This design comes from an exercise in tuning for small area and a short achievable clock period on the open sky130 flow, not from production work.
No run shown here included a check of the RTL's function; only the layout flow was run.

==> flow/design.v, too long to show whole: its modules and the start of the top module <==
// module mult_cell: 46 lines
// module mult_man: 850 lines
module mult_man (
  input clk, input rstn, input data_rdy,
  input [16:0] mult1_signed, input [16:0] mult2_signed,
  output [31:0] res, output [33:0] res_signed, output res_rdy, output [32:0] res_final);
  // ...
==> flow/run.sh <==
#!/bin/bash
# synth_recipe.tcl (not shown) runs the flow's synth.tcl, then flattens the netlist and writes it again
# the make line also repeats each setting of config.mk as NAME=value (left out here)
make -C /OpenROAD-flow-scripts/flow DESIGN_CONFIG=/design/flow/config.mk WORK_HOME=/design/flow/orfs CLKGATE_MAP_FILE= SYNTH_SCRIPT=/design/flow/synth_recipe.tcl finish
==> flow/config.mk <==
export PLATFORM = sky130hd
export DESIGN_NAME = mult_man
export DESIGN_NICKNAME = mult_man
export VERILOG_FILES = /design/flow/design.v
export SDC_FILE = /design/flow/constraint.sdc
export NUM_CORES = 4
export LEC_CHECK = 0
export CAP_MARGIN = 20
export CORE_MARGIN = 2
export CORE_UTILIZATION = 40
export SLEW_MARGIN = 20
==> flow/constraint.sdc <==
create_clock -name core_clock -period 4.5 [get_ports {clk}]
set_input_delay 0.9000 -clock core_clock [delete_from_list [all_inputs] [get_ports {clk}]]
set_output_delay 0.9000 -clock core_clock [all_outputs]
set_load 0.01 [all_outputs]
==> results.py, run 1 <==
metrics = {
    "global_route": {
        "grt_pass1_vias": 11200,
        "grt_max_degree": 43,
        "grt_usage_pct": 19.0,
    },
    "synth": {
        "yosysWarnings": 1,
        "synth_simple_gate_area_share_pct": 15.8,
        "synth_area_mm2": 0.0152,
        "syn_nets": 1905,
        "yosysTopAreaCell": "fa_1",
        "synth_area_leaders": "fa_1 (26%), dfxtp_1 (19%), dfrtp_1 (11%)",
        "synth_top_family_by_area": "adder cells",
        "ys_types": 86,
        "synthAdderAreaFrac_pct": 29.8,
    },
    "detailed_routing": {
        "firstDrtPassIters": 6,
        "met1Wirelength_mm": 16.3,
        "met3_length_mm": 2.81,
        "wl_met2_mm": 16.3,
        "ant_nets": 0,
    },
    "clocking": {
        "clockBufferDepth": 3,
        "numCtsBuffers": 25,
    },
    "outcome": {
        "status": "timing/DRC/antenna clean",
    },
    "layout": {
        "multi_input_comb_cells": 1034,
        "final_cell_mix": "inv_1 (280), nor2_1 (258), fa_1 (196)",
        "seqCellArea_mm2": 0.00464,
        "nets": 2038,
        "multi_input_area_mm2": 0.00914,
    },
    "sta": {
        "period_share_pct": 96.2,
        "grt_setup_unrepaired": "yes",
        "finalMaxSlewViolations": 0,
    },
    "floorplan": {
        "ioPinCount": 137,
        "dieArea_mm2": 0.0397,
        "start_util_pct": 40.5,
    },
    "place": {
        "placed_cells_incl_taps": 2237,
        "place.gp.congestion": 0.880,
        "dp_slack_ns": -0.00947,
    },
    "setup_path": {
        "cp.buffers_inverters": 4,
        "cp.depth": 17,
        "rr_startpoint": "p2_col7_0",
        "rrSetupSlack_ns": 0.17,
        "path_cells": "inv_1 > fa_1 > inv_1 > fa_1 > ha_1 > and2_1 > and3_1 > o211ai_1 > buf_4 > a21o_1 > a211oi_1 > a211oi_2 > nand4_1 > buf_4 > o21ai_1 > xnor2_1 > nor2_1",
        "crit_slowest_cell": "a211oi_1",
    },
}
==> run 2, diff against run 1 <==
--- a/flow/design.v
+++ b/flow/design.v
@@ -44,312 +44,311 @@
       end
    end  
 endmodule
 module mult_man (
   input clk, input rstn, input data_rdy,
   input [16:0] mult1_signed, input [16:0] mult2_signed,
   output [31:0] res, output [33:0] res_signed, output res_rdy, output [32:0] res_final);
   wire v0 = data_rdy;
-  reg p1_a_0; always @(posedge clk) p1_a_0 <= mult1_signed[0];
-  reg p1_a_1; always @(posedge clk) p1_a_1 <= mult1_signed[1];
-  reg p1_a_2; always @(posedge clk) p1_a_2 <= mult1_signed[2];
-  reg p1_a_3; always @(posedge clk) p1_a_3 <= mult1_signed[3];
-  reg p1_a_4; always @(posedge clk) p1_a_4 <= mult1_signed[4];
-  reg p1_a_5; always @(posedge clk) p1_a_5 <= mult1_signed[5];
-  reg p1_a_6; always @(posedge clk) p1_a_6 <= mult1_signed[6];
-  reg p1_a_7; always @(posedge clk) p1_a_7 <= mult1_signed[7];
-  reg p1_a_8; always @(posedge clk) p1_a_8 <= mult1_signed[8];
-  reg p1_a_9; always @(posedge clk) p1_a_9 <= mult1_signed[9];
-  reg p1_a_10; always @(posedge clk) p1_a_10 <= mult1_signed[10];
-  reg p1_a_11; always @(posedge clk) p1_a_11 <= mult1_signed[11];
-  reg p1_a_12; always @(posedge clk) p1_a_12 <= mult1_signed[12];
-  reg p1_a_13; always @(posedge clk) p1_a_13 <= mult1_signed[13];
-  reg p1_a_14; always @(posedge clk) p1_a_14 <= mult1_signed[14];
-  reg p1_a_15; always @(posedge clk) p1_a_15 <= mult1_signed[15];
-  reg p1_a_16; always @(posedge clk) p1_a_16 <= mult1_signed[16];
-  reg p1_b_0; always @(posedge clk) p1_b_0 <= mult2_signed[0];
-  reg p1_b_1; always @(posedge clk) p1_b_1 <= mult2_signed[1];
-  reg p1_b_2; always @(posedge clk) p1_b_2 <= mult2_signed[2];
-  reg p1_b_3; always @(posedge clk) p1_b_3 <= mult2_signed[3];
-  reg p1_b_4; always @(posedge clk) p1_b_4 <= mult2_signed[4];
-  reg p1_b_5; always @(posedge clk) p1_b_5 <= mult2_signed[5];
-  reg p1_b_6; always @(posedge clk) p1_b_6 <= mult2_signed[6];
-  reg p1_b_7; always @(posedge clk) p1_b_7 <= mult2_signed[7];
-  reg p1_b_8; always @(posedge clk) p1_b_8 <= mult2_signed[8];
-  reg p1_b_9; always @(posedge clk) p1_b_9 <= mult2_signed[9];
-  reg p1_b_10; always @(posedge clk) p1_b_10 <= mult2_signed[10];
-  reg p1_b_11; always @(posedge clk) p1_b_11 <= mult2_signed[11];
-  reg p1_b_12; always @(posedge clk) p1_b_12 <= mult2_signed[12];
-  reg p1_b_13; always @(posedge clk) p1_b_13 <= mult2_signed[13];
-  reg p1_b_14; always @(posedge clk) p1_b_14 <= mult2_signed[14];
-  reg p1_b_15; always @(posedge clk) p1_b_15 <= mult2_signed[15];
-  reg p1_b_16; always @(posedge clk) p1_b_16 <= mult2_signed[16];
-  reg v1; always @(posedge clk or negedge rstn) if (!rstn) v1 <= 1'b0; else v1 <= v0;
-  wire [16:0] ain = {p1_a_16,p1_a_15,p1_a_14,p1_a_13,p1_a_12,p1_a_11,p1_a_10,p1_a_9,p1_a_8,p1_a_7,p1_a_6,p1_a_5,p1_a_4,p1_a_3,p1_a_2,p1_a_1,p1_a_0};
-  wire [16:0] bin = {p1_b_16,p1_b_15,p1_b_14,p1_b_13,p1_b_12,p1_b_11,p1_b_10,p1_b_9,p1_b_8,p1_b_7,p1_b_6,p1_b_5,p1_b_4,p1_b_3,p1_b_2,p1_b_1,p1_b_0};
+  wire [16:0] ain = {mult1_signed[16],mult1_signed[15],mult1_signed[14],mult1_signed[13],mult1_signed[12],mult1_signed[11],mult1_signed[10],mult1_signed[9],mult1_signed[8],mult1_signed[7],mult1_signed[6],mult1_signed[5],mult1_signed[4],mult1_signed[3],mult1_signed[2],mult1_signed[1],mult1_signed[0]};
+  wire [16:0] bin = {mult2_signed[16],mult2_signed[15],mult2_signed[14],mult2_signed[13],mult2_signed[12],mult2_signed[11],mult2_signed[10],mult2_signed[9],mult2_signed[8],mult2_signed[7],mult2_signed[6],mult2_signed[5],mult2_signed[4],mult2_signed[3],mult2_signed[2],mult2_signed[1],mult2_signed[0]};
   wire [15:0] amag = ain[16] ? ~(ain[15:0] - 16'd1) : ain[15:0];
   wire [15:0] bmag = bin[16] ? ~(bin[15:0] - 16'd1) : bin[15:0];
   wire neg0 = (ain[16] ^ bin[16]) & (|ain[15:0]) & (|bin[15:0]);
-  wire pp_0_0 = amag[0] & bmag[0];
-  wire pp_0_1 = amag[0] & bmag[1];
-  wire pp_0_2 = amag[0] & bmag[2];
-  wire pp_0_3 = amag[0] & bmag[3];
-  wire pp_0_4 = amag[0] & bmag[4];
-  wire pp_0_5 = amag[0] & bmag[5];
-  wire pp_0_6 = amag[0] & bmag[6];
-  wire pp_0_7 = amag[0] & bmag[7];
-  wire pp_0_8 = amag[0] & bmag[8];
-  wire pp_0_9 = amag[0] & bmag[9];
-  wire pp_0_10 = amag[0] & bmag[10];
-  wire pp_0_11 = amag[0] & bmag[11];
-  wire pp_0_12 = amag[0] & bmag[12];
-  wire pp_0_13 = amag[0] & bmag[13];
-  wire pp_0_14 = amag[0] & bmag[14];
-  wire pp_0_15 = amag[0] & bmag[15];
-  wire pp_1_0 = amag[1] & bmag[0];
-  wire pp_1_1 = amag[1] & bmag[1];
-  wire pp_1_2 = amag[1] & bmag[2];
-  wire pp_1_3 = amag[1] & bmag[3];
-  wire pp_1_4 = amag[1] & bmag[4];
-  wire pp_1_5 = amag[1] & bmag[5];
-  wire pp_1_6 = amag[1] & bmag[6];
-  wire pp_1_7 = amag[1] & bmag[7];
-  wire pp_1_8 = amag[1] & bmag[8];
-  wire pp_1_9 = amag[1] & bmag[9];
-  wire pp_1_10 = amag[1] & bmag[10];
-  wire pp_1_11 = amag[1] & bmag[11];
-  wire pp_1_12 = amag[1] & bmag[12];
-  wire pp_1_13 = amag[1] & bmag[13];
-  wire pp_1_14 = amag[1] & bmag[14];
-  wire pp_1_15 = amag[1] & bmag[15];
-  wire pp_2_0 = amag[2] & bmag[0];
-  wire pp_2_1 = amag[2] & bmag[1];
-  wire pp_2_2 = amag[2] & bmag[2];
-  wire pp_2_3 = amag[2] & bmag[3];
-  wire pp_2_4 = amag[2] & bmag[4];
-  wire pp_2_5 = amag[2] & bmag[5];
-  wire pp_2_6 = amag[2] & bmag[6];
-  wire pp_2_7 = amag[2] & bmag[7];
-  wire pp_2_8 = amag[2] & bmag[8];
-  wire pp_2_9 = amag[2] & bmag[9];
-  wire pp_2_10 = amag[2] & bmag[10];
-  wire pp_2_11 = amag[2] & bmag[11];
-  wire pp_2_12 = amag[2] & bmag[12];
-  wire pp_2_13 = amag[2] & bmag[13];
-  wire pp_2_14 = amag[2] & bmag[14];
-  wire pp_2_15 = amag[2] & bmag[15];
-  wire pp_3_0 = amag[3] & bmag[0];
-  wire pp_3_1 = amag[3] & bmag[1];
-  wire pp_3_2 = amag[3] & bmag[2];
-  wire pp_3_3 = amag[3] & bmag[3];
-  wire pp_3_4 = amag[3] & bmag[4];
-  wire pp_3_5 = amag[3] & bmag[5];
-  wire pp_3_6 = amag[3] & bmag[6];
-  wire pp_3_7 = amag[3] & bmag[7];
-  wire pp_3_8 = amag[3] & bmag[8];
-  wire pp_3_9 = amag[3] & bmag[9];
-  wire pp_3_10 = amag[3] & bmag[10];
-  wire pp_3_11 = amag[3] & bmag[11];
-  wire pp_3_12 = amag[3] & bmag[12];
-  wire pp_3_13 = amag[3] & bmag[13];
-  wire pp_3_14 = amag[3] & bmag[14];
-  wire pp_3_15 = amag[3] & bmag[15];
-  wire pp_4_0 = amag[4] & bmag[0];
-  wire pp_4_1 = amag[4] & bmag[1];
-  wire pp_4_2 = amag[4] & bmag[2];
-  wire pp_4_3 = amag[4] & bmag[3];
-  wire pp_4_4 = amag[4] & bmag[4];
-  wire pp_4_5 = amag[4] & bmag[5];
-  wire pp_4_6 = amag[4] & bmag[6];
-  wire pp_4_7 = amag[4] & bmag[7];
-  wire pp_4_8 = amag[4] & bmag[8];
-  wire pp_4_9 = amag[4] & bmag[9];
-  wire pp_4_10 = amag[4] & bmag[10];
-  wire pp_4_11 = amag[4] & bmag[11];
-  wire pp_4_12 = amag[4] & bmag[12];
-  wire pp_4_13 = amag[4] & bmag[13];
-  wire pp_4_14 = amag[4] & bmag[14];
-  wire pp_4_15 = amag[4] & bmag[15];
-  wire pp_5_0 = amag[5] & bmag[0];
-  wire pp_5_1 = amag[5] & bmag[1];
-  wire pp_5_2 = amag[5] & bmag[2];
-  wire pp_5_3 = amag[5] & bmag[3];
-  wire pp_5_4 = amag[5] & bmag[4];
-  wire pp_5_5 = amag[5] & bmag[5];
-  wire pp_5_6 = amag[5] & bmag[6];
-  wire pp_5_7 = amag[5] & bmag[7];
-  wire pp_5_8 = amag[5] & bmag[8];
-  wire pp_5_9 = amag[5] & bmag[9];
-  wire pp_5_10 = amag[5] & bmag[10];
-  wire pp_5_11 = amag[5] & bmag[11];
-  wire pp_5_12 = amag[5] & bmag[12];
-  wire pp_5_13 = amag[5] & bmag[13];
-  wire pp_5_14 = amag[5] & bmag[14];
-  wire pp_5_15 = amag[5] & bmag[15];
-  wire pp_6_0 = amag[6] & bmag[0];
-  wire pp_6_1 = amag[6] & bmag[1];
-  wire pp_6_2 = amag[6] & bmag[2];
-  wire pp_6_3 = amag[6] & bmag[3];
-  wire pp_6_4 = amag[6] & bmag[4];
-  wire pp_6_5 = amag[6] & bmag[5];
-  wire pp_6_6 = amag[6] & bmag[6];
-  wire pp_6_7 = amag[6] & bmag[7];
-  wire pp_6_8 = amag[6] & bmag[8];
-  wire pp_6_9 = amag[6] & bmag[9];
-  wire pp_6_10 = amag[6] & bmag[10];
-  wire pp_6_11 = amag[6] & bmag[11];
-  wire pp_6_12 = amag[6] & bmag[12];
-  wire pp_6_13 = amag[6] & bmag[13];
-  wire pp_6_14 = amag[6] & bmag[14];
-  wire pp_6_15 = amag[6] & bmag[15];
-  wire pp_7_0 = amag[7] & bmag[0];
-  wire pp_7_1 = amag[7] & bmag[1];
-  wire pp_7_2 = amag[7] & bmag[2];
-  wire pp_7_3 = amag[7] & bmag[3];
-  wire pp_7_4 = amag[7] & bmag[4];
-  wire pp_7_5 = amag[7] & bmag[5];
-  wire pp_7_6 = amag[7] & bmag[6];
-  wire pp_7_7 = amag[7] & bmag[7];
-  wire pp_7_8 = amag[7] & bmag[8];
-  wire pp_7_9 = amag[7] & bmag[9];
-  wire pp_7_10 = amag[7] & bmag[10];
-  wire pp_7_11 = amag[7] & bmag[11];
-  wire pp_7_12 = amag[7] & bmag[12];
-  wire pp_7_13 = amag[7] & bmag[13];
-  wire pp_7_14 = amag[7] & bmag[14];
-  wire pp_7_15 = amag[7] & bmag[15];
-  wire pp_8_0 = amag[8] & bmag[0];
-  wire pp_8_1 = amag[8] & bmag[1];
-  wire pp_8_2 = amag[8] & bmag[2];
-  wire pp_8_3 = amag[8] & bmag[3];
-  wire pp_8_4 = amag[8] & bmag[4];
-  wire pp_8_5 = amag[8] & bmag[5];
-  wire pp_8_6 = amag[8] & bmag[6];
-  wire pp_8_7 = amag[8] & bmag[7];
-  wire pp_8_8 = amag[8] & bmag[8];
-  wire pp_8_9 = amag[8] & bmag[9];
-  wire pp_8_10 = amag[8] & bmag[10];
-  wire pp_8_11 = amag[8] & bmag[11];
-  wire pp_8_12 = amag[8] & bmag[12];
-  wire pp_8_13 = amag[8] & bmag[13];
-  wire pp_8_14 = amag[8] & bmag[14];
-  wire pp_8_15 = amag[8] & bmag[15];
-  wire pp_9_0 = amag[9] & bmag[0];
-  wire pp_9_1 = amag[9] & bmag[1];
-  wire pp_9_2 = amag[9] & bmag[2];
-  wire pp_9_3 = amag[9] & bmag[3];
-  wire pp_9_4 = amag[9] & bmag[4];
-  wire pp_9_5 = amag[9] & bmag[5];
-  wire pp_9_6 = amag[9] & bmag[6];
-  wire pp_9_7 = amag[9] & bmag[7];
-  wire pp_9_8 = amag[9] & bmag[8];
-  wire pp_9_9 = amag[9] & bmag[9];
-  wire pp_9_10 = amag[9] & bmag[10];
-  wire pp_9_11 = amag[9] & bmag[11];
-  wire pp_9_12 = amag[9] & bmag[12];
-  wire pp_9_13 = amag[9] & bmag[13];
-  wire pp_9_14 = amag[9] & bmag[14];
-  wire pp_9_15 = amag[9] & bmag[15];
-  wire pp_10_0 = amag[10] & bmag[0];
-  wire pp_10_1 = amag[10] & bmag[1];
-  wire pp_10_2 = amag[10] & bmag[2];
-  wire pp_10_3 = amag[10] & bmag[3];
-  wire pp_10_4 = amag[10] & bmag[4];
-  wire pp_10_5 = amag[10] & bmag[5];
-  wire pp_10_6 = amag[10] & bmag[6];
-  wire pp_10_7 = amag[10] & bmag[7];
-  wire pp_10_8 = amag[10] & bmag[8];
-  wire pp_10_9 = amag[10] & bmag[9];
-  wire pp_10_10 = amag[10] & bmag[10];
-  wire pp_10_11 = amag[10] & bmag[11];
-  wire pp_10_12 = amag[10] & bmag[12];
-  wire pp_10_13 = amag[10] & bmag[13];
-  wire pp_10_14 = amag[10] & bmag[14];
-  wire pp_10_15 = amag[10] & bmag[15];
-  wire pp_11_0 = amag[11] & bmag[0];
-  wire pp_11_1 = amag[11] & bmag[1];
-  wire pp_11_2 = amag[11] & bmag[2];
-  wire pp_11_3 = amag[11] & bmag[3];
-  wire pp_11_4 = amag[11] & bmag[4];
-  wire pp_11_5 = amag[11] & bmag[5];
-  wire pp_11_6 = amag[11] & bmag[6];
-  wire pp_11_7 = amag[11] & bmag[7];
-  wire pp_11_8 = amag[11] & bmag[8];
-  wire pp_11_9 = amag[11] & bmag[9];
-  wire pp_11_10 = amag[11] & bmag[10];
-  wire pp_11_11 = amag[11] & bmag[11];
-  wire pp_11_12 = amag[11] & bmag[12];
-  wire pp_11_13 = amag[11] & bmag[13];
-  wire pp_11_14 = amag[11] & bmag[14];
-  wire pp_11_15 = amag[11] & bmag[15];
-  wire pp_12_0 = amag[12] & bmag[0];
-  wire pp_12_1 = amag[12] & bmag[1];
-  wire pp_12_2 = amag[12] & bmag[2];
-  wire pp_12_3 = amag[12] & bmag[3];
-  wire pp_12_4 = amag[12] & bmag[4];
-  wire pp_12_5 = amag[12] & bmag[5];
-  wire pp_12_6 = amag[12] & bmag[6];
-  wire pp_12_7 = amag[12] & bmag[7];
-  wire pp_12_8 = amag[12] & bmag[8];
-  wire pp_12_9 = amag[12] & bmag[9];
-  wire pp_12_10 = amag[12] & bmag[10];
-  wire pp_12_11 = amag[12] & bmag[11];
-  wire pp_12_12 = amag[12] & bmag[12];
-  wire pp_12_13 = amag[12] & bmag[13];
-  wire pp_12_14 = amag[12] & bmag[14];
-  wire pp_12_15 = amag[12] & bmag[15];
-  wire pp_13_0 = amag[13] & bmag[0];
-  wire pp_13_1 = amag[13] & bmag[1];
-  wire pp_13_2 = amag[13] & bmag[2];
-  wire pp_13_3 = amag[13] & bmag[3];
-  wire pp_13_4 = amag[13] & bmag[4];
-  wire pp_13_5 = amag[13] & bmag[5];
-  wire pp_13_6 = amag[13] & bmag[6];
-  wire pp_13_7 = amag[13] & bmag[7];
-  wire pp_13_8 = amag[13] & bmag[8];
-  wire pp_13_9 = amag[13] & bmag[9];
-  wire pp_13_10 = amag[13] & bmag[10];
-  wire pp_13_11 = amag[13] & bmag[11];
-  wire pp_13_12 = amag[13] & bmag[12];
-  wire pp_13_13 = amag[13] & bmag[13];
-  wire pp_13_14 = amag[13] & bmag[14];
-  wire pp_13_15 = amag[13] & bmag[15];
-  wire pp_14_0 = amag[14] & bmag[0];
-  wire pp_14_1 = amag[14] & bmag[1];
-  wire pp_14_2 = amag[14] & bmag[2];
-  wire pp_14_3 = amag[14] & bmag[3];
-  wire pp_14_4 = amag[14] & bmag[4];
-  wire pp_14_5 = amag[14] & bmag[5];
-  wire pp_14_6 = amag[14] & bmag[6];
-  wire pp_14_7 = amag[14] & bmag[7];
-  wire pp_14_8 = amag[14] & bmag[8];
-  wire pp_14_9 = amag[14] & bmag[9];
-  wire pp_14_10 = amag[14] & bmag[10];
-  wire pp_14_11 = amag[14] & bmag[11];
-  wire pp_14_12 = amag[14] & bmag[12];
-  wire pp_14_13 = amag[14] & bmag[13];
-  wire pp_14_14 = amag[14] & bmag[14];
-  wire pp_14_15 = amag[14] & bmag[15];
-  wire pp_15_0 = amag[15] & bmag[0];
-  wire pp_15_1 = amag[15] & bmag[1];
-  wire pp_15_2 = amag[15] & bmag[2];
-  wire pp_15_3 = amag[15] & bmag[3];
-  wire pp_15_4 = amag[15] & bmag[4];
-  wire pp_15_5 = amag[15] & bmag[5];
-  wire pp_15_6 = amag[15] & bmag[6];
-  wire pp_15_7 = amag[15] & bmag[7];
-  wire pp_15_8 = amag[15] & bmag[8];
-  wire pp_15_9 = amag[15] & bmag[9];
-  wire pp_15_10 = amag[15] & bmag[10];
-  wire pp_15_11 = amag[15] & bmag[11];
-  wire pp_15_12 = amag[15] & bmag[12];
-  wire pp_15_13 = amag[15] & bmag[13];
-  wire pp_15_14 = amag[15] & bmag[14];
-  wire pp_15_15 = amag[15] & bmag[15];
+  reg p1_am_0; always @(posedge clk) p1_am_0 <= amag[0];
+  reg p1_am_1; always @(posedge clk) p1_am_1 <= amag[1];
+  reg p1_am_2; always @(posedge clk) p1_am_2 <= amag[2];
+  reg p1_am_3; always @(posedge clk) p1_am_3 <= amag[3];
+  reg p1_am_4; always @(posedge clk) p1_am_4 <= amag[4];
+  reg p1_am_5; always @(posedge clk) p1_am_5 <= amag[5];
+  reg p1_am_6; always @(posedge clk) p1_am_6 <= amag[6];
+  reg p1_am_7; always @(posedge clk) p1_am_7 <= amag[7];
+  reg p1_am_8; always @(posedge clk) p1_am_8 <= amag[8];
+  reg p1_am_9; always @(posedge clk) p1_am_9 <= amag[9];
+  reg p1_am_10; always @(posedge clk) p1_am_10 <= amag[10];
+  reg p1_am_11; always @(posedge clk) p1_am_11 <= amag[11];
+  reg p1_am_12; always @(posedge clk) p1_am_12 <= amag[12];
+  reg p1_am_13; always @(posedge clk) p1_am_13 <= amag[13];
+  reg p1_am_14; always @(posedge clk) p1_am_14 <= amag[14];
+  reg p1_am_15; always @(posedge clk) p1_am_15 <= amag[15];
+  reg p1_bm_0; always @(posedge clk) p1_bm_0 <= bmag[0];
+  reg p1_bm_1; always @(posedge clk) p1_bm_1 <= bmag[1];
+  reg p1_bm_2; always @(posedge clk) p1_bm_2 <= bmag[2];
+  reg p1_bm_3; always @(posedge clk) p1_bm_3 <= bmag[3];
+  reg p1_bm_4; always @(posedge clk) p1_bm_4 <= bmag[4];
+  reg p1_bm_5; always @(posedge clk) p1_bm_5 <= bmag[5];
+  reg p1_bm_6; always @(posedge clk) p1_bm_6 <= bmag[6];
+  reg p1_bm_7; always @(posedge clk) p1_bm_7 <= bmag[7];
+  reg p1_bm_8; always @(posedge clk) p1_bm_8 <= bmag[8];
+  reg p1_bm_9; always @(posedge clk) p1_bm_9 <= bmag[9];
+  reg p1_bm_10; always @(posedge clk) p1_bm_10 <= bmag[10];
+  reg p1_bm_11; always @(posedge clk) p1_bm_11 <= bmag[11];
+  reg p1_bm_12; always @(posedge clk) p1_bm_12 <= bmag[12];
+  reg p1_bm_13; always @(posedge clk) p1_bm_13 <= bmag[13];
+  reg p1_bm_14; always @(posedge clk) p1_bm_14 <= bmag[14];
+  reg p1_bm_15; always @(posedge clk) p1_bm_15 <= bmag[15];
+  reg p1_n_0; always @(posedge clk) p1_n_0 <= neg0;
+  reg v1; always @(posedge clk or negedge rstn) if (!rstn) v1 <= 1'b0; else v1 <= v0;
+  wire pp_0_0 = p1_am_0 & p1_bm_0;
+  wire pp_0_1 = p1_am_0 & p1_bm_1;
+  wire pp_0_2 = p1_am_0 & p1_bm_2;
+  wire pp_0_3 = p1_am_0 & p1_bm_3;
+  wire pp_0_4 = p1_am_0 & p1_bm_4;
+  wire pp_0_5 = p1_am_0 & p1_bm_5;
+  wire pp_0_6 = p1_am_0 & p1_bm_6;
+  wire pp_0_7 = p1_am_0 & p1_bm_7;
+  wire pp_0_8 = p1_am_0 & p1_bm_8;
+  wire pp_0_9 = p1_am_0 & p1_bm_9;
+  wire pp_0_10 = p1_am_0 & p1_bm_10;
+  wire pp_0_11 = p1_am_0 & p1_bm_11;
+  wire pp_0_12 = p1_am_0 & p1_bm_12;
+  wire pp_0_13 = p1_am_0 & p1_bm_13;
+  wire pp_0_14 = p1_am_0 & p1_bm_14;
+  wire pp_0_15 = p1_am_0 & p1_bm_15;
+  wire pp_1_0 = p1_am_1 & p1_bm_0;
+  wire pp_1_1 = p1_am_1 & p1_bm_1;
+  wire pp_1_2 = p1_am_1 & p1_bm_2;
+  wire pp_1_3 = p1_am_1 & p1_bm_3;
+  wire pp_1_4 = p1_am_1 & p1_bm_4;
+  wire pp_1_5 = p1_am_1 & p1_bm_5;
+  wire pp_1_6 = p1_am_1 & p1_bm_6;
+  wire pp_1_7 = p1_am_1 & p1_bm_7;
+  wire pp_1_8 = p1_am_1 & p1_bm_8;
+  wire pp_1_9 = p1_am_1 & p1_bm_9;
+  wire pp_1_10 = p1_am_1 & p1_bm_10;
+  wire pp_1_11 = p1_am_1 & p1_bm_11;
+  wire pp_1_12 = p1_am_1 & p1_bm_12;
+  wire pp_1_13 = p1_am_1 & p1_bm_13;
+  wire pp_1_14 = p1_am_1 & p1_bm_14;
+  wire pp_1_15 = p1_am_1 & p1_bm_15;
+  wire pp_2_0 = p1_am_2 & p1_bm_0;
+  wire pp_2_1 = p1_am_2 & p1_bm_1;
+  wire pp_2_2 = p1_am_2 & p1_bm_2;
+  wire pp_2_3 = p1_am_2 & p1_bm_3;
+  wire pp_2_4 = p1_am_2 & p1_bm_4;
+  wire pp_2_5 = p1_am_2 & p1_bm_5;
+  wire pp_2_6 = p1_am_2 & p1_bm_6;
+  wire pp_2_7 = p1_am_2 & p1_bm_7;
+  wire pp_2_8 = p1_am_2 & p1_bm_8;
+  wire pp_2_9 = p1_am_2 & p1_bm_9;
+  wire pp_2_10 = p1_am_2 & p1_bm_10;
+  wire pp_2_11 = p1_am_2 & p1_bm_11;
+  wire pp_2_12 = p1_am_2 & p1_bm_12;
+  wire pp_2_13 = p1_am_2 & p1_bm_13;
+  wire pp_2_14 = p1_am_2 & p1_bm_14;
+  wire pp_2_15 = p1_am_2 & p1_bm_15;
+  wire pp_3_0 = p1_am_3 & p1_bm_0;
+  wire pp_3_1 = p1_am_3 & p1_bm_1;
+  wire pp_3_2 = p1_am_3 & p1_bm_2;
+  wire pp_3_3 = p1_am_3 & p1_bm_3;
+  wire pp_3_4 = p1_am_3 & p1_bm_4;
+  wire pp_3_5 = p1_am_3 & p1_bm_5;
+  wire pp_3_6 = p1_am_3 & p1_bm_6;
+  wire pp_3_7 = p1_am_3 & p1_bm_7;
+  wire pp_3_8 = p1_am_3 & p1_bm_8;
+  wire pp_3_9 = p1_am_3 & p1_bm_9;
+  wire pp_3_10 = p1_am_3 & p1_bm_10;
+  wire pp_3_11 = p1_am_3 & p1_bm_11;
+  wire pp_3_12 = p1_am_3 & p1_bm_12;
+  wire pp_3_13 = p1_am_3 & p1_bm_13;
+  wire pp_3_14 = p1_am_3 & p1_bm_14;
+  wire pp_3_15 = p1_am_3 & p1_bm_15;
+  wire pp_4_0 = p1_am_4 & p1_bm_0;
+  wire pp_4_1 = p1_am_4 & p1_bm_1;
+  wire pp_4_2 = p1_am_4 & p1_bm_2;
+  wire pp_4_3 = p1_am_4 & p1_bm_3;
+  wire pp_4_4 = p1_am_4 & p1_bm_4;
+  wire pp_4_5 = p1_am_4 & p1_bm_5;
+  wire pp_4_6 = p1_am_4 & p1_bm_6;
+  wire pp_4_7 = p1_am_4 & p1_bm_7;
+  wire pp_4_8 = p1_am_4 & p1_bm_8;
+  wire pp_4_9 = p1_am_4 & p1_bm_9;
+  wire pp_4_10 = p1_am_4 & p1_bm_10;
+  wire pp_4_11 = p1_am_4 & p1_bm_11;
+  wire pp_4_12 = p1_am_4 & p1_bm_12;
+  wire pp_4_13 = p1_am_4 & p1_bm_13;
+  wire pp_4_14 = p1_am_4 & p1_bm_14;
+  wire pp_4_15 = p1_am_4 & p1_bm_15;
+  wire pp_5_0 = p1_am_5 & p1_bm_0;
+  wire pp_5_1 = p1_am_5 & p1_bm_1;
+  wire pp_5_2 = p1_am_5 & p1_bm_2;
+  wire pp_5_3 = p1_am_5 & p1_bm_3;
+  wire pp_5_4 = p1_am_5 & p1_bm_4;
+  wire pp_5_5 = p1_am_5 & p1_bm_5;
+  wire pp_5_6 = p1_am_5 & p1_bm_6;
+  wire pp_5_7 = p1_am_5 & p1_bm_7;
+  wire pp_5_8 = p1_am_5 & p1_bm_8;
+  wire pp_5_9 = p1_am_5 & p1_bm_9;
+  wire pp_5_10 = p1_am_5 & p1_bm_10;
+  wire pp_5_11 = p1_am_5 & p1_bm_11;
+  wire pp_5_12 = p1_am_5 & p1_bm_12;
+  wire pp_5_13 = p1_am_5 & p1_bm_13;
+  wire pp_5_14 = p1_am_5 & p1_bm_14;
+  wire pp_5_15 = p1_am_5 & p1_bm_15;
+  wire pp_6_0 = p1_am_6 & p1_bm_0;
+  wire pp_6_1 = p1_am_6 & p1_bm_1;
+  wire pp_6_2 = p1_am_6 & p1_bm_2;
+  wire pp_6_3 = p1_am_6 & p1_bm_3;
+  wire pp_6_4 = p1_am_6 & p1_bm_4;
+  wire pp_6_5 = p1_am_6 & p1_bm_5;
+  wire pp_6_6 = p1_am_6 & p1_bm_6;
+  wire pp_6_7 = p1_am_6 & p1_bm_7;
+  wire pp_6_8 = p1_am_6 & p1_bm_8;
+  wire pp_6_9 = p1_am_6 & p1_bm_9;
+  wire pp_6_10 = p1_am_6 & p1_bm_10;
+  wire pp_6_11 = p1_am_6 & p1_bm_11;
+  wire pp_6_12 = p1_am_6 & p1_bm_12;
+  wire pp_6_13 = p1_am_6 & p1_bm_13;
+  wire pp_6_14 = p1_am_6 & p1_bm_14;
+  wire pp_6_15 = p1_am_6 & p1_bm_15;
+  wire pp_7_0 = p1_am_7 & p1_bm_0;
+  wire pp_7_1 = p1_am_7 & p1_bm_1;
+  wire pp_7_2 = p1_am_7 & p1_bm_2;
+  wire pp_7_3 = p1_am_7 & p1_bm_3;
+  wire pp_7_4 = p1_am_7 & p1_bm_4;
+  wire pp_7_5 = p1_am_7 & p1_bm_5;
+  wire pp_7_6 = p1_am_7 & p1_bm_6;
+  wire pp_7_7 = p1_am_7 & p1_bm_7;
+  wire pp_7_8 = p1_am_7 & p1_bm_8;
+  wire pp_7_9 = p1_am_7 & p1_bm_9;
+  wire pp_7_10 = p1_am_7 & p1_bm_10;
+  wire pp_7_11 = p1_am_7 & p1_bm_11;
+  wire pp_7_12 = p1_am_7 & p1_bm_12;
+  wire pp_7_13 = p1_am_7 & p1_bm_13;
+  wire pp_7_14 = p1_am_7 & p1_bm_14;
+  wire pp_7_15 = p1_am_7 & p1_bm_15;
+  wire pp_8_0 = p1_am_8 & p1_bm_0;
+  wire pp_8_1 = p1_am_8 & p1_bm_1;
+  wire pp_8_2 = p1_am_8 & p1_bm_2;
+  wire pp_8_3 = p1_am_8 & p1_bm_3;
+  wire pp_8_4 = p1_am_8 & p1_bm_4;
+  wire pp_8_5 = p1_am_8 & p1_bm_5;
+  wire pp_8_6 = p1_am_8 & p1_bm_6;
+  wire pp_8_7 = p1_am_8 & p1_bm_7;
+  wire pp_8_8 = p1_am_8 & p1_bm_8;
+  wire pp_8_9 = p1_am_8 & p1_bm_9;
+  wire pp_8_10 = p1_am_8 & p1_bm_10;
+  wire pp_8_11 = p1_am_8 & p1_bm_11;
+  wire pp_8_12 = p1_am_8 & p1_bm_12;
+  wire pp_8_13 = p1_am_8 & p1_bm_13;
+  wire pp_8_14 = p1_am_8 & p1_bm_14;
+  wire pp_8_15 = p1_am_8 & p1_bm_15;
+  wire pp_9_0 = p1_am_9 & p1_bm_0;
+  wire pp_9_1 = p1_am_9 & p1_bm_1;
+  wire pp_9_2 = p1_am_9 & p1_bm_2;
+  wire pp_9_3 = p1_am_9 & p1_bm_3;
+  wire pp_9_4 = p1_am_9 & p1_bm_4;
+  wire pp_9_5 = p1_am_9 & p1_bm_5;
+  wire pp_9_6 = p1_am_9 & p1_bm_6;
+  wire pp_9_7 = p1_am_9 & p1_bm_7;
+  wire pp_9_8 = p1_am_9 & p1_bm_8;
+  wire pp_9_9 = p1_am_9 & p1_bm_9;
+  wire pp_9_10 = p1_am_9 & p1_bm_10;
+  wire pp_9_11 = p1_am_9 & p1_bm_11;
+  wire pp_9_12 = p1_am_9 & p1_bm_12;
+  wire pp_9_13 = p1_am_9 & p1_bm_13;
+  wire pp_9_14 = p1_am_9 & p1_bm_14;
+  wire pp_9_15 = p1_am_9 & p1_bm_15;
+  wire pp_10_0 = p1_am_10 & p1_bm_0;
+  wire pp_10_1 = p1_am_10 & p1_bm_1;
+  wire pp_10_2 = p1_am_10 & p1_bm_2;
+  wire pp_10_3 = p1_am_10 & p1_bm_3;
+  wire pp_10_4 = p1_am_10 & p1_bm_4;
+  wire pp_10_5 = p1_am_10 & p1_bm_5;
+  wire pp_10_6 = p1_am_10 & p1_bm_6;
+  wire pp_10_7 = p1_am_10 & p1_bm_7;
+  wire pp_10_8 = p1_am_10 & p1_bm_8;
+  wire pp_10_9 = p1_am_10 & p1_bm_9;
+  wire pp_10_10 = p1_am_10 & p1_bm_10;
+  wire pp_10_11 = p1_am_10 & p1_bm_11;
+  wire pp_10_12 = p1_am_10 & p1_bm_12;
+  wire pp_10_13 = p1_am_10 & p1_bm_13;
+  wire pp_10_14 = p1_am_10 & p1_bm_14;
+  wire pp_10_15 = p1_am_10 & p1_bm_15;
+  wire pp_11_0 = p1_am_11 & p1_bm_0;
+  wire pp_11_1 = p1_am_11 & p1_bm_1;
+  wire pp_11_2 = p1_am_11 & p1_bm_2;
+  wire pp_11_3 = p1_am_11 & p1_bm_3;
+  wire pp_11_4 = p1_am_11 & p1_bm_4;
+  wire pp_11_5 = p1_am_11 & p1_bm_5;
+  wire pp_11_6 = p1_am_11 & p1_bm_6;
+  wire pp_11_7 = p1_am_11 & p1_bm_7;
+  wire pp_11_8 = p1_am_11 & p1_bm_8;
+  wire pp_11_9 = p1_am_11 & p1_bm_9;
+  wire pp_11_10 = p1_am_11 & p1_bm_10;
+  wire pp_11_11 = p1_am_11 & p1_bm_11;
+  wire pp_11_12 = p1_am_11 & p1_bm_12;
+  wire pp_11_13 = p1_am_11 & p1_bm_13;
+  wire pp_11_14 = p1_am_11 & p1_bm_14;
+  wire pp_11_15 = p1_am_11 & p1_bm_15;
+  wire pp_12_0 = p1_am_12 & p1_bm_0;
+  wire pp_12_1 = p1_am_12 & p1_bm_1;
+  wire pp_12_2 = p1_am_12 & p1_bm_2;
+  wire pp_12_3 = p1_am_12 & p1_bm_3;
+  wire pp_12_4 = p1_am_12 & p1_bm_4;
+  wire pp_12_5 = p1_am_12 & p1_bm_5;
+  wire pp_12_6 = p1_am_12 & p1_bm_6;
+  wire pp_12_7 = p1_am_12 & p1_bm_7;
+  wire pp_12_8 = p1_am_12 & p1_bm_8;
+  wire pp_12_9 = p1_am_12 & p1_bm_9;
+  wire pp_12_10 = p1_am_12 & p1_bm_10;
+  wire pp_12_11 = p1_am_12 & p1_bm_11;
+  wire pp_12_12 = p1_am_12 & p1_bm_12;
+  wire pp_12_13 = p1_am_12 & p1_bm_13;
+  wire pp_12_14 = p1_am_12 & p1_bm_14;
+  wire pp_12_15 = p1_am_12 & p1_bm_15;
+  wire pp_13_0 = p1_am_13 & p1_bm_0;
+  wire pp_13_1 = p1_am_13 & p1_bm_1;
+  wire pp_13_2 = p1_am_13 & p1_bm_2;
+  wire pp_13_3 = p1_am_13 & p1_bm_3;
+  wire pp_13_4 = p1_am_13 & p1_bm_4;
+  wire pp_13_5 = p1_am_13 & p1_bm_5;
+  wire pp_13_6 = p1_am_13 & p1_bm_6;
+  wire pp_13_7 = p1_am_13 & p1_bm_7;
+  wire pp_13_8 = p1_am_13 & p1_bm_8;
+  wire pp_13_9 = p1_am_13 & p1_bm_9;
+  wire pp_13_10 = p1_am_13 & p1_bm_10;
+  wire pp_13_11 = p1_am_13 & p1_bm_11;
+  wire pp_13_12 = p1_am_13 & p1_bm_12;
+  wire pp_13_13 = p1_am_13 & p1_bm_13;
+  wire pp_13_14 = p1_am_13 & p1_bm_14;
+  wire pp_13_15 = p1_am_13 & p1_bm_15;
+  wire pp_14_0 = p1_am_14 & p1_bm_0;
+  wire pp_14_1 = p1_am_14 & p1_bm_1;
+  wire pp_14_2 = p1_am_14 & p1_bm_2;
+  wire pp_14_3 = p1_am_14 & p1_bm_3;
+  wire pp_14_4 = p1_am_14 & p1_bm_4;
+  wire pp_14_5 = p1_am_14 & p1_bm_5;
+  wire pp_14_6 = p1_am_14 & p1_bm_6;
+  wire pp_14_7 = p1_am_14 & p1_bm_7;
+  wire pp_14_8 = p1_am_14 & p1_bm_8;
+  wire pp_14_9 = p1_am_14 & p1_bm_9;
+  wire pp_14_10 = p1_am_14 & p1_bm_10;
+  wire pp_14_11 = p1_am_14 & p1_bm_11;
+  wire pp_14_12 = p1_am_14 & p1_bm_12;
+  wire pp_14_13 = p1_am_14 & p1_bm_13;
+  wire pp_14_14 = p1_am_14 & p1_bm_14;
+  wire pp_14_15 = p1_am_14 & p1_bm_15;
+  wire pp_15_0 = p1_am_15 & p1_bm_0;
+  wire pp_15_1 = p1_am_15 & p1_bm_1;
+  wire pp_15_2 = p1_am_15 & p1_bm_2;
+  wire pp_15_3 = p1_am_15 & p1_bm_3;
+  wire pp_15_4 = p1_am_15 & p1_bm_4;
+  wire pp_15_5 = p1_am_15 & p1_bm_5;
+  wire pp_15_6 = p1_am_15 & p1_bm_6;
+  wire pp_15_7 = p1_am_15 & p1_bm_7;
+  wire pp_15_8 = p1_am_15 & p1_bm_8;
+  wire pp_15_9 = p1_am_15 & p1_bm_9;
+  wire pp_15_10 = p1_am_15 & p1_bm_10;
+  wire pp_15_11 = p1_am_15 & p1_bm_11;
+  wire pp_15_12 = p1_am_15 & p1_bm_12;
+  wire pp_15_13 = p1_am_15 & p1_bm_13;
+  wire pp_15_14 = p1_am_15 & p1_bm_14;
+  wire pp_15_15 = p1_am_15 & p1_bm_15;
   wire s1 = pp_0_13 ^ pp_1_12;
   wire c2 = pp_0_13 & pp_1_12;
   wire s3 = pp_0_14 ^ pp_1_13 ^ pp_2_12;
   wire c4 = (pp_0_14 & pp_1_13) | (pp_0_14 & pp_2_12) | (pp_1_13 & pp_2_12);
   wire s5 = pp_3_11 ^ pp_4_10;
   wire c6 = pp_3_11 & pp_4_10;
   wire s7 = pp_0_15 ^ pp_1_14 ^ pp_2_13;
   wire c8 = (pp_0_15 & pp_1_14) | (pp_0_15 & pp_2_13) | (pp_1_14 & pp_2_13);
@@ -765,17 +764,17 @@
   reg p2_col27_3; always @(posedge clk) p2_col27_3 <= s311;
   reg p2_col28_0; always @(posedge clk) p2_col28_0 <= pp_13_15;
   reg p2_col28_1; always @(posedge clk) p2_col28_1 <= pp_14_14;
   reg p2_col28_2; always @(posedge clk) p2_col28_2 <= pp_15_13;
   reg p2_col28_3; always @(posedge clk) p2_col28_3 <= c312;
   reg p2_col29_0; always @(posedge clk) p2_col29_0 <= pp_14_15;
   reg p2_col29_1; always @(posedge clk) p2_col29_1 <= pp_15_14;
   reg p2_col30_0; always @(posedge clk) p2_col30_0 <= pp_15_15;
-  reg p2_n_0; always @(posedge clk) p2_n_0 <= neg0;
+  reg p2_n_0; always @(posedge clk) p2_n_0 <= p1_n_0;
   reg v2; always @(posedge clk or negedge rstn) if (!rstn) v2 <= 1'b0; else v2 <= v1;
   wire s313 = p2_col3_0 ^ p2_col3_1;
   wire c314 = p2_col3_0 & p2_col3_1;
   wire s315 = p2_col4_0 ^ p2_col4_1 ^ p2_col4_2;
   wire c316 = (p2_col4_0 & p2_col4_1) | (p2_col4_0 & p2_col4_2) | (p2_col4_1 & p2_col4_2);
   wire s317 = p2_col5_0 ^ p2_col5_1 ^ p2_col5_2;
   wire c318 = (p2_col5_0 & p2_col5_1) | (p2_col5_0 & p2_col5_2) | (p2_col5_1 & p2_col5_2);
   wire s319 = p2_col6_0 ^ p2_col6_1 ^ p2_col6_2;
==> flow/config.mk (replaced) <==
export PLATFORM = sky130hd
export DESIGN_NAME = mult_man
export DESIGN_NICKNAME = mult_man
export VERILOG_FILES = /design/flow/design.v
export SDC_FILE = /design/flow/constraint.sdc
export NUM_CORES = 4
export LEC_CHECK = 0
export ABC_CLOCK_PERIOD_IN_PS = 2500
export CAP_MARGIN = 20
export CORE_MARGIN = 2
export CORE_UTILIZATION = 40
export SETUP_SLACK_MARGIN = 2.0
export SLEW_MARGIN = 20
==> run 2 against run 1 <==
Against the previous run:
- now fails the layout checks on negative setup slack
- clock skew rose by 0.010 ns
- global-route usage rose by 0.34 points
- sequential cell count fell by 1
- highest routed layer unchanged
==> results.py, run 2 <==
metrics = {
    "sta": {
        "finalMaxSlewViolations": 0,
        "grt_setup_unrepaired": "yes",
        "tns_ns": -0.660,
        "skew_ns": 0.0277,
        "slew_headroom_pct": 38.3,
        "finalSetupViolCount": 10,
        "hold_violations": 0,
        "worstMarginPinSlew_ns": 0.924,
        "holdWs_ns": 0.355,
        "period_share_pct": 103,
        "fmax_ghz": 0.216,
        "fin_crit_ns": 4.63,
        "finalWorstSetupSlack_ns": -0.132,
    },
    "detailed_routing": {
        "ant_nets": 0,
        "finalWirelength_mm": 37.5,
        "post_drt_wl_per_cell_um": 16.1,
        "wl_met2_mm": 17.8,
        "met3_length_mm": 2.06,
        "via_per_inst": 4.76,
        "met1Wirelength_mm": 16.6,
        "highest_layer": "met4",
        "drc": 0,
        "firstDrtPassIters": 6,
        "vias": 11100,
        "drt_iter0_drc": 478,
    },
    "setup_path": {
        "arrival_ns": 5.03,
        "rrSetupSlack_ns": -0.13,
        "critical_path_class": "flip-flop to flip-flop",
        "crit_path_max_fanout": 4,
        "rr_startpoint": "p2_col5_2",
        "required_ns": 4.90,
        "endpoint_kind": "flip-flop",
        "cp-start-kind": "flip-flop",
        "r2r_cells": 16,
        "reg2reg_to": "rs_q[26]",
    },
    "floorplan": {
        "core_mm2": 0.0376,
        "die_h_um": 199,
        "start_util_pct": 40.5,
        "core.rowCount": 71,
        "die_w_um": 199,
        "ioPinCount": 137,
        "dieArea_mm2": 0.0396,
    },
    "layout": {
        "fill_cells": 3309,
        "largest_register_ffs": 33,
        "syn2layout_area_growth_pct": 33.4,
        "drive_gt1_share_pct": 25.6,
        "postLayoutCellArea_mm2": 0.0203,
        "reg.largest.list": "rs_q: 33 flops, r_q: 31 flops",
        "num_antenna_cells": 0,
        "nets": 2085,
        "final_common_cell": "inv_1",
        "regMostFlops": "rs_q",
        "post-route-util_pct": 54.0,
        "final_cell_mix": "inv_1 (251), and2_1 (199), fa_1 (176)",
    },
    "synth": {
        "yosysSeqAreaShare_pct": 30.4,
        "synth_common_cells": "inv_1 (280), and2_1 (226), fa_1 (196), dfxtp_1 (147), nand2_1 (95)",
        "yosysWarnings": 1,
        "yosysMostFrequentCell": "inv_1",
        "synth_area_leaders": "fa_1 (26%), dfxtp_1 (19%), dfrtp_1 (11%)",
        "async_flop_share_pct": 31.3,
        "ys_types": 80,
        "synth_edf_count": 0,
        "ys_seq_elements": 214,
        "avgSynthCellArea_um2": 9.77,
        "synth_cells": 1557,
        "ys.flop_type": "dfxtp_1",
        "synth_area_mm2": 0.0152,
        "yosysTopAreaCell": "fa_1",
        "synth_top_area_share_pct": 25.8,
        "syn_nets": 1838,
    },
    "outcome": {
        "status": "complete, but fails checks",
        "violations": "negative setup slack",
    },
    "clocking": {
        "numCtsBuffers": 24,
        "clkLatencyLatePin_ns": 0.53,
        "clkSinkCount": 214,
        "clockBufferDepth": 3,
        "cts_tree": "yes",
        "cts_root_buf": "clkbuf_16",
        "clk_transition_reported_paths_ns": 0.06,
        "cts_hold_buffers": 0,
        "cts_max_level": 1,
    },
    "global_route": {
        "grt_pass1_wl_mm": 60.3,
        "grt_usage_pct": 19.4,
        "grt_max_degree": 38,
        "grt_overflow_total": 0,
        "antenna_found_initial": 0,
        "grt_pass1_vias": 11700,
    },
    "hold_path": {
        "min_from": "v1",
        "holdPathEnd": "v2",
        "worstHoldPathType": "flip-flop to flip-flop",
        "whs_path_depth": 0,
    },
    "flow_run": {
        "drv_cap": 0,
    },
    "place": {
        "dpl.hpwl_mm": 26.8,
        "place_area_mm2": 0.0177,
        "io_buffer_count": 135,
        "place.gp.congestion": 0.831,
    },
}
[run 2: cell count changes after synthesis, sizes merged, moves of 8 or more]
cell / previous run / this run
or3: 6 / 15
nor4: 13 / 0
and2: 23 / 226
a21oi: 38 / 30
nand4: 11 / 3
nor2: 259 / 71
xor2: 53 / 25
nand2b: 29 / 12
xnor2: 29 / 48
or2: 26 / 5
a211oi: 14 / 5
[run 2: cells by family after synthesis]
kind of cell | synth area share (%)
compound gates | 7.92
xor+xnor | 4.20
fa+ha+maj | 29.8
buf+inv | 10.2
flops | 30.4
mux | 0.378
other cells | 0.0247
simple gates | 17.2
[run 2: stage by stage]
stage | setup WS, ns | std cells
4_1_cts | -0.173 | 2307
6_report | -0.132 | 2333
5_1_grt | -0.292 | 2333
3_5_place_dp | -0.193 | 2203
3_3_place_gp | -0.139 | 2203
2_1_floorplan | -0.0745 | 1557
[run 2: repair_timing]
item	4_1_cts	5_1_grt
setup endpoints to repair	96	78
pin swaps	65	86
setup buffers	60	26
gates resized for setup	168	132
[run 2: cell type report]
type	count	area (um^2)	share of cell area, %
clock buffers	34	753	3.71
well taps	511	639	3.15
inverters	280	1050	5.18
flip-flops and latches	214	4730	23.3
multi-input cells	970	10100	49.7
repair buffers	314	2960	14.6
clock inverters	10	71.3	0.352
[run 2: routing by layer]
metal,global-route usage [%],vias up
li1,-,5241
met1,25.2,5470
met2,32.9,316
met3,3.14,75
met4,6.33,0
met5,0,-
[run 2: worst max-delay path: stages (launching register included)]
cell and delay, ns:
dfxtp_2 0.32, inv_2 0.04, fa_2 0.56, inv_2 0.04, fa_1 0.49, ha_4 0.33
o211ai_4 0.08, a21oi_4 0.23, nor2_4 0.07, mux4_2 0.48, nor3_4 0.20, or4b_4 0.50
or4b_4 0.60, buf_6 0.15, o41ai_4 0.22, xor2_1 0.17, nor2_1 0.05
[run 2: worst max path at each step]
stage,startpoint,endpoint,cells after the start
2_1_floorplan,p2_col8_0,rs_q[30],16
3_3_place_gp,p2_col8_0,rs_q[30],15
3_5_place_dp,p2_col8_0,rs_q[30],15
4_1_cts,p2_col8_2,rs_q[30],15
5_1_grt,p2_col5_2,rs_q[26],16
6_report,p2_col5_2,rs_q[26],16

==> port drivers added, routing unchanged <==
No port has a modelled driver above. Below, the same layouts with a new extraction and two added sets of constraints.
Step 1, drivers: a clkbuf_16 drives clk and a buf_2 each remaining input, both assumed.
Step 2, shift: input delay + t, output delay - t, t = (earliest + latest rising clock arrival at the registers) / 2. This alone moves slack from input paths to output paths.
a / b / c = ideal / step 1 / step 2; a / b = the first two.
run	shift t [ns]	slack for setup (ns)	hold WS [ns]	clock arrival spread, ns	slew at the worst register clock pin (ns)
run 1	0.593	0.170 / 0.170 / 0.170	0.350 / 0.350 / 0.350	0.018 / 0.017	0.07 / 0.07
run 2	0.566	-0.132 / -0.132 / -0.132	0.355 / 0.355 / 0.355	0.028 / 0.028	0.07 / 0.07
